Context: an optimization exercise on an open-source flow, tuned for small area. The choices shown serve that exercise and are no tape-out recipe. Where RTL was checked, it was by simulation tests only, not by an equivalence proof against the original. The flow treats the clock pin as an ideal source, which a real chip does not have. Power figures rest on the tool's default switching activity, not on a simulated workload.

== v15 ==
Design pwm_bus_demo, start of the top module:
module pwm_bus_demo #(
        parameter pwm_WIDTH = 16,
        parameter DATA_WIDTH = 16
    ) (
        input  wire [7:0]  slave_address,      
        input  wire        slave_read,         
        output reg  [DATA_WIDTH-1:0] slave_readdata,     
        input  wire        slave_write,        
        input  wire [DATA_WIDTH-1:0] slave_writedata,    
        input  wire        clk,           
        input  wire        reset,         
        input  wire [(DATA_WIDTH/8)-1:0] slave_byteenable,
        output wire channel_A,   
        output wire channel_B,   
        output wire pwm_out
    );
For scale: ~170 cells after synthesis, ~49 I/O pins.
==> module pwm_module, before the edit <==
module pwm_module (
    input wire clk,
    input wire reset,                     
    input wire run,                       
    input wire [8:0] pwm_input,           
    output reg ChannelA,
    output reg ChannelB,
    output reg PWM_out
);
    reg [7:0] quo;
    reg [8:0] rem_x;
    wire [8:0] rem = rem_x ^ 9'd164;
    reg       cmp_q;                      
    reg       direction;                  
    wire [9:0] rem_inc  = {1'b0, rem} + 10'd51;
    wire       step     = rem_inc[9];
    wire [8:0] rem_next = rem + (step ? 9'd63 : 9'd51);
    wire       wrap = (quo == 8'd254);
    wire [7:0] tog;
    assign tog[0] = step & ~wrap;
    genvar i;
    generate for (i = 1; i < 8; i = i + 1) begin : g_tog
        assign tog[i] = step & ((&quo[i-1:0]) | wrap);
    end endgenerate
    always @(posedge clk) begin
        rem_x <= run ? (rem_next ^ 9'd164) : 9'd0;
        quo   <= run ? (quo ^ tog) : 8'd0;
    end
    wire       s   = pwm_input[8];
    wire [7:0] r   = quo ^ {8{s}};
    wire [8:0] sum = {(pwm_input[7:0] > r) ^ s, 8'd0};
    always @(posedge clk or posedge reset) begin
        if (reset) begin
            cmp_q     <= 1'b0;
            direction <= 1'b0;
            PWM_out   <= 1'b0;
            ChannelA  <= 1'b0;
            ChannelB  <= 1'b0;
        end else begin
            cmp_q     <= sum[8] & run;
            direction <= s & run;
            PWM_out   <= cmp_q;
            ChannelA  <= ~direction;
            ChannelB  <= direction;
        end
    end
endmodule
export LEC_CHECK = 0
export CAP_MARGIN = 20
export CORE_AREA = 2.3 2.72 61.64 61.2
export DIE_AREA = 0 0 64 64
export PLACE_DENSITY = 0.85
export SLEW_MARGIN = 20
export SYNTH_HIERARCHICAL = 1
export SYNTH_MINIMUM_KEEP_SIZE = 0
create_clock -name core_clock -period 32.0 [get_ports {clk}]
standard.sh (not shown) runs the stock make flow with config.mk's settings and CLKGATE_MAP_FILE= SYNTH_SCRIPT=/design/flow/synth_recipe.tcl, a recipe that flattens the netlist after the stock synthesis.
==> flow/flow/run.sh <==
#!/bin/bash
# Own layout flow for pwm_bus_demo:
#  1. the standard synthesis, unchanged (standard.sh synth);
#  2. the combinational cells between the registers re-mapped by ABC for area
#     (registers are kept as they are: same instances, names and cell types;
#     so are the and-or selects, a22o, that feed the bus registers);
#  3. the rest of the standard ORFS flow, with the 1x buffer on every port;
#     the clock is buffered by flow/pre_cts.tcl (one clock buffer per group of
#     nearby registers) just before CTS, which then has nothing left to add.
# Each tool's output goes to a log of its own in the work folder.
set -euo pipefail
cd "$(dirname "$0")/.."
W=$PWD
P=${FLOW_PLATFORM:-sky130hd}
R=$W/orfs/results/$P/pwm_bus_demo/base
LIB=$FLOW_HOME/platforms/$P/lib/sky130_fd_sc_hd__tt_025C_1v80.lib
YOSYS=$(command -v yosys || echo "$FLOW_HOME/../tools/install/yosys/bin/yosys")

export BUFFER_PORTS_ARGS="-buffer_cell sky130_fd_sc_hd__buf_1"
export PRE_GLOBAL_PLACE_TCL=$W/flow/upsize.tcl
# Clock buffers placed by flow/pre_cts.tcl (one per group of nearby registers)
# before CTS, which then finds the clock already buffered and adds nothing.
export PRE_CTS_TCL=$W/flow/pre_cts.tcl
export CLK_BUF_GROUPS=${CLK_BUF_GROUPS:-4}
export CLK_BUF_CELL=sky130_fd_sc_hd__clkbuf_8
export CTS_ARGS="-sink_clustering_enable -repair_clock_nets -dont_use_dummy_load"

bash standard.sh synth > log_1_standard_synth.log 2>&1
cp "$R/1_2_yosys.v" "$W/synth_standard.v"

# Cells the platform marks don't-use, for ABC to leave out.
DONT_USE=$(sed -n '/^export DONT_USE_CELLS/,/^$/p' "$FLOW_HOME/platforms/$P/config.mk" \
  | grep -o 'sky130_fd_sc_hd__[A-Za-z0-9_]*' | sed 's/^/-dont_use /' | tr '\n' ' ')

# Two ABC scripts; the netlist with the smaller cell area is kept.
best=""; best_area=""
for s in area area2; do
  cat > "$W/reopt_$s.ys" <<EOF
read_liberty -ignore_miss_func $LIB
read_verilog $W/synth_standard.v
hierarchy -top $FLOW_TOP
chtype -map sky130_fd_sc_hd__a22o_2 sky130_fd_sc_hd__a22o_1 t:sky130_fd_sc_hd__a22o_2
chtype -map sky130_fd_sc_hd__a22o_4 sky130_fd_sc_hd__a22o_1 t:sky130_fd_sc_hd__a22o_4
setattr -mod -set keep_hierarchy 1 sky130_fd_sc_hd__df* sky130_fd_sc_hd__edf* sky130_fd_sc_hd__sdf* sky130_fd_sc_hd__dl* sky130_fd_sc_hd__a22o_1
flatten
techmap
opt -fast
select $FLOW_TOP
abc -liberty $LIB -script $W/flow/$s.abc $DONT_USE
opt_clean
write_verilog -noattr -selected $W/synth_reopt_$s.v
design -reset
read_liberty -lib $LIB
read_verilog $W/synth_reopt_$s.v
hierarchy -top $FLOW_TOP
tee -o $W/synth_reopt_$s.area stat -liberty $LIB
EOF
  "$YOSYS" -s "$W/reopt_$s.ys" > "log_2_reopt_$s.log" 2>&1
  a=$(awk '/Chip area for/ {print $NF}' "$W/synth_reopt_$s.area" | tail -1)
  echo "reopt $s: area $a" >> log_2_reopt_choice.log
  if [[ -z "$best" ]] || awk -v a="$a" -v b="$best_area" 'BEGIN {exit !(a < b)}'; then
    best=$s; best_area=$a
  fi
done
echo "kept $best" >> log_2_reopt_choice.log
cp "$W/synth_reopt_$best.v" "$W/synth_reopt.v"
cp "$W/synth_reopt.v" "$R/1_2_yosys.v"
rm -f "$R/1_synth.odb" "$R/1_synth.sdc"

bash standard.sh > log_3_standard_layout.log 2>&1
Other scripts of this flow, unchanged in this note and not shown: flow/flow/area.abc, flow/flow/area2.abc, flow/flow/pre_cts.tcl, flow/flow/upsize.tcl
diff inputs: v15 => v38
==> flow/design.v, changed modules only <==
module pwm_module (
    input wire clk,
    input wire reset,                     
    input wire run,                       
    input wire [8:0] pwm_input,           
    output reg ChannelA,
    output reg ChannelB,
    output reg PWM_out
);
    reg [7:0] quo_x;
    wire [7:0] quo = ~quo_x;
    reg [8:0] rem_x;
    wire [8:0] rem = rem_x ^ 9'd164;
    reg       cmp_q;                      
    reg       direction;                  
    wire [9:0] rem_inc  = {1'b0, rem} + 10'd51;
    wire       step     = rem_inc[9];
    wire [8:0] rem_next = rem + (step ? 9'd63 : 9'd51);
    wire       wrap = (quo == 8'd254);
    wire [7:0] tog;
    assign tog[0] = step & ~wrap;
    genvar i;
    generate for (i = 1; i < 8; i = i + 1) begin : g_tog
        assign tog[i] = step & ((&quo[i-1:0]) | wrap);
    end endgenerate
    always @(posedge clk) begin
        rem_x <= run ? (rem_next ^ 9'd164) : 9'd0;
        quo_x <= run ? ~(quo ^ tog) : 8'hff;
    end
    wire       s   = pwm_input[8];
    wire [7:0] r   = quo ^ {8{s}};
    wire       on  = (pwm_input[7:0] > r) ^ s;
    wire dir_run = direction & run;
    always @(posedge clk) begin
        direction <= s & run;
    end
    always @(posedge clk or posedge reset) begin
        if (reset) begin
            cmp_q     <= 1'b0;
            PWM_out   <= 1'b0;
            ChannelA  <= 1'b0;
            ChannelB  <= 1'b0;
        end else begin
            cmp_q     <= on & run;
            PWM_out   <= cmp_q;
            ChannelA  <= ~dir_run;
            ChannelB  <= dir_run;
        end
    end
endmodule
Part of the total power dissipated in the clock network in v38 vs v15: down 0.2 points
v15 has a higher final critical path time including I/O delays and setup than v38.
Between v15 and v38, routed wire length increased.
Synthesized netlist net count sits higher in v38 than in v15.
Of v38 and v15, the run reporting the lower leakage power summed over all cells was v38.
v38 against v15; cell area after technology mapping is down slightly.
No functional check of the RTL was part of v15.

## what the ideal ports hide
In the flow no input, the clock included, has a driving cell. The finished layouts below were timed again as built, in two steps.
Step 1, drivers: a clkbuf_16 drives clk and a buf_2 each remaining input, both assumed.
Step 2 times the ports against the registers' clock, not the clock port: input delays grow and output delays shrink by t, the midpoint of the rising clock arrivals with the driver on.
Slacks: ideal ports / drivers / drivers and shift; pairs: ideal ports / drivers.
run | shift t [ns] | setup WS [ns] | worst setup path after step 2 | worst slew at a driven data input, ns
v15 | 0.190 | 24.350 / 24.374 / 24.184 | input to register | 0.04
v38 | 0.195 | 24.405 / 24.440 / 24.245 | input to register | 0.03
After both steps setup and hold are still met in every run listed. For v15, which loses most, drivers alone change the setup slack by +0.024 ns; drivers and shift together by -0.166 ns.
